From an optimization exercise on the open Yosys and OpenROAD flow, aimed at small area, a short achievable clock period and few clock cycles; shortcuts taken in it are not production practice. In this exercise RTL edits were held to simulation tests only and were not proved equivalent to the original.

run A:
// matrix_cpu
module matrix_cpu (
    input  wire         clk,
    input  wire         reset,
    input  wire         start,
    output wire         done,
    output wire [3:0]   imem_addr,
    input  wire [26:0]  imem_data,
    output wire [6:0]   mem_rd1_addr,
    input  wire [255:0] mem_rd1_data,
    output wire [6:0]   mem_rd2_addr,
    input  wire [255:0] mem_rd2_data,
    output wire         mem_we,
    output wire [6:0]   mem_waddr,
    output wire [255:0] mem_wdata
);
wire [255:0] out_q;         
reg  [255:0] opa;           
reg  [95:0]  ycur;          
reg  [191:0] ynext;         
function [23:0] booth;
    input [15:0] y;
    integer d;
    reg [16:0] yy;
    begin
        yy = {y, 1'b0};
        for (d = 0; d < 8; d = d + 1) begin
            booth[d]      = yy[2*d+1] ^ yy[2*d];                        
            booth[8 + d]  = (yy[2*d+2 -: 3] == 3'b011) | (yy[2*d+2 -: 3] == 3'b100);  
            booth[16 + d] = yy[2*d+2];                                   
        end
    end
endfunction
reg  [255:0] zr;            
reg  [255:0] res;           
reg          busy;          
  ...
For scale: ~12000 cells after synthesis, roughly 1300 flip-flops, roughly 830 I/O pins.
Settings: LEC_CHECK=0, CAP_MARGIN=10, CORE_MARGIN=2, CORE_UTILIZATION=55, CTS_CLUSTER_DIAMETER=90, CTS_CLUSTER_SIZE=22, PLACE_DENSITY=0.7, SLEW_MARGIN=10; clock period 11.0 ns.
standard.sh (not shown) runs the stock make flow with config.mk's settings and CLKGATE_MAP_FILE= SYNTH_SCRIPT=/design/flow/synth_recipe.tcl, a recipe that flattens the netlist after the stock synthesis.
==> flow/flow/run.sh <==
#!/bin/bash
set -euo pipefail
export SETUP_SLACK_MARGIN=6.0
export BUFFER_PORTS_ARGS="-buffer_cell sky130_fd_sc_hd__buf_1"
bash standard.sh > make.log 2>&1
No stage failed in run A, and the final checks on the layout all came back clean.
Testbench counts of run A, summed over its fixed seeds: cycles 12,545.
Here is what was changed in the inputs of run B compared with run A.
# run A
export LEC_CHECK = 0
export CAP_MARGIN = 10
export CORE_MARGIN = 2
export CORE_UTILIZATION = 55
export CTS_CLUSTER_DIAMETER = 90
export CTS_CLUSTER_SIZE = 22
export PLACE_DENSITY = 0.7
export SLEW_MARGIN = 10
create_clock -name core_clock -period 11.0 [get_ports {clk}]
# run B
export LEC_CHECK = 0
export CAP_MARGIN = 20
export CORE_MARGIN = 2
export CORE_UTILIZATION = 65
export SLEW_MARGIN = 20
create_clock -name core_clock -period 11.0 [get_ports {clk}]
==> flow/flow/run.sh <==
#!/bin/bash
set -euo pipefail
export SETUP_SLACK_MARGIN=6.0
export BUFFER_PORTS_ARGS="-buffer_cell sky130_fd_sc_hd__buf_2"
bash standard.sh > make.log 2>&1
## What came out
- Going from run A to run B, tap cell instance count shrank by more than 10%.
- Diff run A -> run B | transition at the pin with the smallest max-transition slack | increase of 0.043 ns
- In the reports for run B and run A, the larger clock latency at the later pin of the worst-skew pair belongs to run B.
- Clock buffer count grows by more than 100% when moving from run A to run B.
- Routed metal-1 wire length: run B < run A
diff inputs: run B => run C
# run B
export LEC_CHECK = 0
export CAP_MARGIN = 20
export CORE_MARGIN = 2
export CORE_UTILIZATION = 65
export SLEW_MARGIN = 20
create_clock -name core_clock -period 11.0 [get_ports {clk}]
# run C
export LEC_CHECK = 0
export CAP_MARGIN = 10
export CORE_MARGIN = 2
export CORE_UTILIZATION = 55
export CTS_CLUSTER_DIAMETER = 90
export CTS_CLUSTER_SIZE = 22
export SLEW_MARGIN = 10
create_clock -name core_clock -period 11.0 [get_ports {clk}]
==> flow/flow/run.sh <==
#!/bin/bash
set -euo pipefail
export SETUP_SLACK_MARGIN=6.2
export BUFFER_PORTS_ARGS="-buffer_cell sky130_fd_sc_hd__buf_1"
bash standard.sh > make.log 2>&1
[summary]
Comparing run C with run B, the cell depth of the worst min-delay path came out essentially unchanged.
[compare] base=run B new=run C: final wirelength now larger, critical-path maximum fanout now larger, setup slack now larger.
Run C vs run B: die area up by more than 10%
Row share of the clock period used by the worst path: run C lower / run B higher
--- input diff run C..run D ---
# run C
export LEC_CHECK = 0
export CAP_MARGIN = 10
export CORE_MARGIN = 2
export CORE_UTILIZATION = 55
export CTS_CLUSTER_DIAMETER = 90
export CTS_CLUSTER_SIZE = 22
export SLEW_MARGIN = 10
create_clock -name core_clock -period 11.0 [get_ports {clk}]
# run D
export LEC_CHECK = 0
export CAP_MARGIN = 20
export CORE_MARGIN = 2
export CORE_UTILIZATION = 55
export SLEW_MARGIN = 20
create_clock -name core_clock -period 11.0 [get_ports {clk}]
==> flow/flow/run.sh <==
#!/bin/bash
set -euo pipefail
export SETUP_SLACK_MARGIN=6.5
bash standard.sh > make.log 2>&1
Notes after the runs:
- Final area for run D: about 11% up relative to run C
- Run D vs. run C: met2 demand-to-capacity share in global routing now larger; via density per instance now larger; combined area of the multi-input logic cells now larger.
- Run D and run C ended up with roughly the same reported max-cap violation count.
- Core utilization: run D higher than run C

Starting RTL as in the previous note.
Settings: LEC_CHECK=0, CAP_MARGIN=10, CORE_MARGIN=2, CORE_UTILIZATION=55, CTS_CLUSTER_DIAMETER=90, CTS_CLUSTER_SIZE=22, SLEW_MARGIN=10; clock period 11.0 ns.
==> flow/flow/run.sh <==
#!/bin/bash
set -euo pipefail
export SETUP_SLACK_MARGIN=6.0
export BUFFER_PORTS_ARGS="-buffer_cell sky130_fd_sc_hd__buf_2"
bash standard.sh > make.log 2>&1
The starting point completed with no timing, DRC or antenna violations.
Testbench counts at the start, summed over its fixed seeds: cycles 12,545.
Rerun with:
==> flow/flow/run.sh (replaced) <==
#!/bin/bash
set -euo pipefail
export SETUP_SLACK_MARGIN=6.0
export BUFFER_PORTS_ARGS="-buffer_cell sky130_fd_sc_hd__buf_1"
bash standard.sh > make.log 2>&1
- CORE_UTILIZATION: 55 -> 50
=> Die area increases by 9.9%. Final cell count rises by about 2.4%. Via count hardly moves.
Rerun with:
==> flow/flow/run.sh (replaced) <==
#!/bin/bash
set -euo pipefail
export SETUP_SLACK_MARGIN=6.2
export BUFFER_PORTS_ARGS="-buffer_cell sky130_fd_sc_hd__buf_1"
bash standard.sh > make.log 2>&1
- CORE_UTILIZATION: 50 -> 55
- PLACE_DENSITY: default -> 0.7
After rerunning: The new run completed and failed the layout checks on slew limit. Die area came out lower by 9.0%. Area after synthesis does not change. Clock skew came out higher by 0.013 ns.

matrix_cpu, a different RTL version from the one above (not shown whole).
For scale: about 1,300 flip-flops, ~0.11 mm² of cells after synthesis.
Settings: LEC_CHECK=0, CAP_MARGIN=40, CORE_MARGIN=2, CORE_UTILIZATION=55, CTS_CLUSTER_DIAMETER=90, CTS_CLUSTER_SIZE=22, SLEW_MARGIN=40; clock period 11.0 ns.
==> flow/flow/run.sh <==
#!/bin/bash
set -euo pipefail
export SETUP_SLACK_MARGIN=6.2
export BUFFER_PORTS_ARGS="-buffer_cell sky130_fd_sc_hd__buf_1"
bash standard.sh > make.log 2>&1
The starting point completed with no timing, DRC or antenna violations.
Testbench counts at the start, summed over its fixed seeds: cycles 12,545.
Change:
CAP_MARGIN = 30   (was 40)
SLEW_MARGIN = 30   (was 40)
Outcome: The new run completed without violations; via count rises by 0.65%; first-iteration DRC count went up by 4.1%; sequential cell count stays the same; setup slack improves by 0.0085 ns; register-to-register slack is worse by 0.03 ns; wire length rose by 0.90%; synthesized cell count stays the same; cell area stays flat; die area does not change.
Change:
CAP_MARGIN = 10   (was 30)
SLEW_MARGIN = 10   (was 30)
=> Wire length fell by 0.59%. Utilization fell by 0.12 points. Cell area is about the same. Register-to-register slack gets better by 0.02 ns. Worst hold slack stays flat. Final cell count stays flat. Via count barely changes. Clock-buffer cell count rose by 7.

matrix_cpu again, from the RTL that the note above started with.
==> flow/config.mk <==
export PLATFORM = sky130hd
export DESIGN_NAME = matrix_cpu
export DESIGN_NICKNAME = matrix_cpu
export VERILOG_FILES = /design/flow/design.v
export SDC_FILE = /design/flow/constraint.sdc
export NUM_CORES = 8
export LEC_CHECK = 0
export CAP_MARGIN = 20
export CORE_MARGIN = 2
export CORE_UTILIZATION = 55
export CTS_CLUSTER_DIAMETER = 90
export CTS_CLUSTER_SIZE = 22
export SLEW_MARGIN = 20
==> flow/constraint.sdc <==
create_clock -name core_clock -period 11.0 [get_ports {clk}]
set_input_delay 2.2000 -clock core_clock [delete_from_list [all_inputs] [get_ports {clk}]]
set_output_delay 2.2000 -clock core_clock [all_outputs]
set_load 0.01 [all_outputs]
Scripts as last shown in full above: flow/flow/run.sh
Testbench counts at the start, summed over its fixed seeds: cycles 12,545.
==> next run, changes <==
--- a/flow/flow/run.sh
+++ b/flow/flow/run.sh
@@ -3 +3 @@
-export SETUP_SLACK_MARGIN=6.2
+export SETUP_SLACK_MARGIN=6.35
- CAP_MARGIN: 20 -> 30
- SLEW_MARGIN: 20 -> 30
The new run ran to the end with no violations; maximum frequency drops slightly; utilization came out higher by 1.6 points; routed wire length rises by a few percent; hold slack got worse by 0.014 ns; sequential share of layout area drops by 0.56 points; final cell count increases slightly; setup slack gets worse by 0.032 ns.
==> next run, changes <==
--- a/flow/flow/run.sh
+++ b/flow/flow/run.sh
@@ -3 +3 @@
-export SETUP_SLACK_MARGIN=6.35
+export SETUP_SLACK_MARGIN=6.0
- CAP_MARGIN: 30 -> 10
- SLEW_MARGIN: 30 -> 10
After rerunning:
- setup slack got worse by 0.24 ns
- clock skew fell by 0.022 ns
- die area stays the same
- cell count fell by 1.0%
- via count fell by 4.7%

## static timing again, ports no longer ideal
The results above use ideal ports. As a check the final layouts listed here were re-extracted and re-timed, cells and wires unchanged.
Step 1 sets driving cells, clkbuf_16 on the clock port and buf_2 on the other inputs (assumed; they add their load-dependent delay and slew).
Step 2 times the ports against the registers' clock, not the clock port: input delays grow and output delays shrink by t, the midpoint of the rising clock arrivals with the driver on.
Three values: ideal, step 1, step 2; two values: the first two.
run | t, ns | setup WS [ns] | latest minus earliest clock arrival (ns) | worst register clock-pin slew, ns
run A | 0.881 | 5.960 / 6.027 / 5.152 | 0.054 / 0.054 | 0.10 / 0.10
run B | 0.942 | 5.906 / 5.957 / 5.015 | 0.037 / 0.037 | 0.07 / 0.07
run C | 0.889 | 6.128 / 6.192 / 5.303 | 0.059 / 0.059 | 0.10 / 0.10
run D | 0.968 | 6.155 / 6.155 / 5.478 | 0.033 / 0.033 | 0.07 / 0.07
the first run of note 2 | 0.897 | 5.945 / 5.884 / 4.987 | 0.065 / 0.065 | 0.11 / 0.11
the second run of note 2 | 0.913 | 5.932 / 5.966 / 5.092 | 0.057 / 0.057 | 0.11 / 0.11
the third run of note 2 | 0.901 | 5.907 / 5.983 / 5.082 | 0.063 / 0.063 | 0.10 / 0.10
the first run of note 3 | 0.902 | 6.179 / 6.109 / 5.356 | 0.054 / 0.054 | 0.11 / 0.11
the second run of note 3 | 0.881 | 6.188 / 6.100 / 5.376 | 0.038 / 0.039 | 0.10 / 0.10
the third run of note 3 | 0.900 | 6.074 / 6.094 / 5.245 | 0.052 / 0.052 | 0.11 / 0.11
the first run of note 4 | 0.895 | 6.183 / 6.102 / 5.376 | 0.043 / 0.043 | 0.10 / 0.10
the second run of note 4 | 0.916 | 6.151 / 6.117 / 5.450 | 0.069 / 0.070 | 0.10 / 0.10
the third run of note 4 | 0.908 | 5.907 / 5.972 / 5.065 | 0.054 / 0.054 | 0.10 / 0.10
The setup slack of the first run of note 2, which loses most, moves by -0.061 ns with the drivers and by -0.958 ns with both steps.
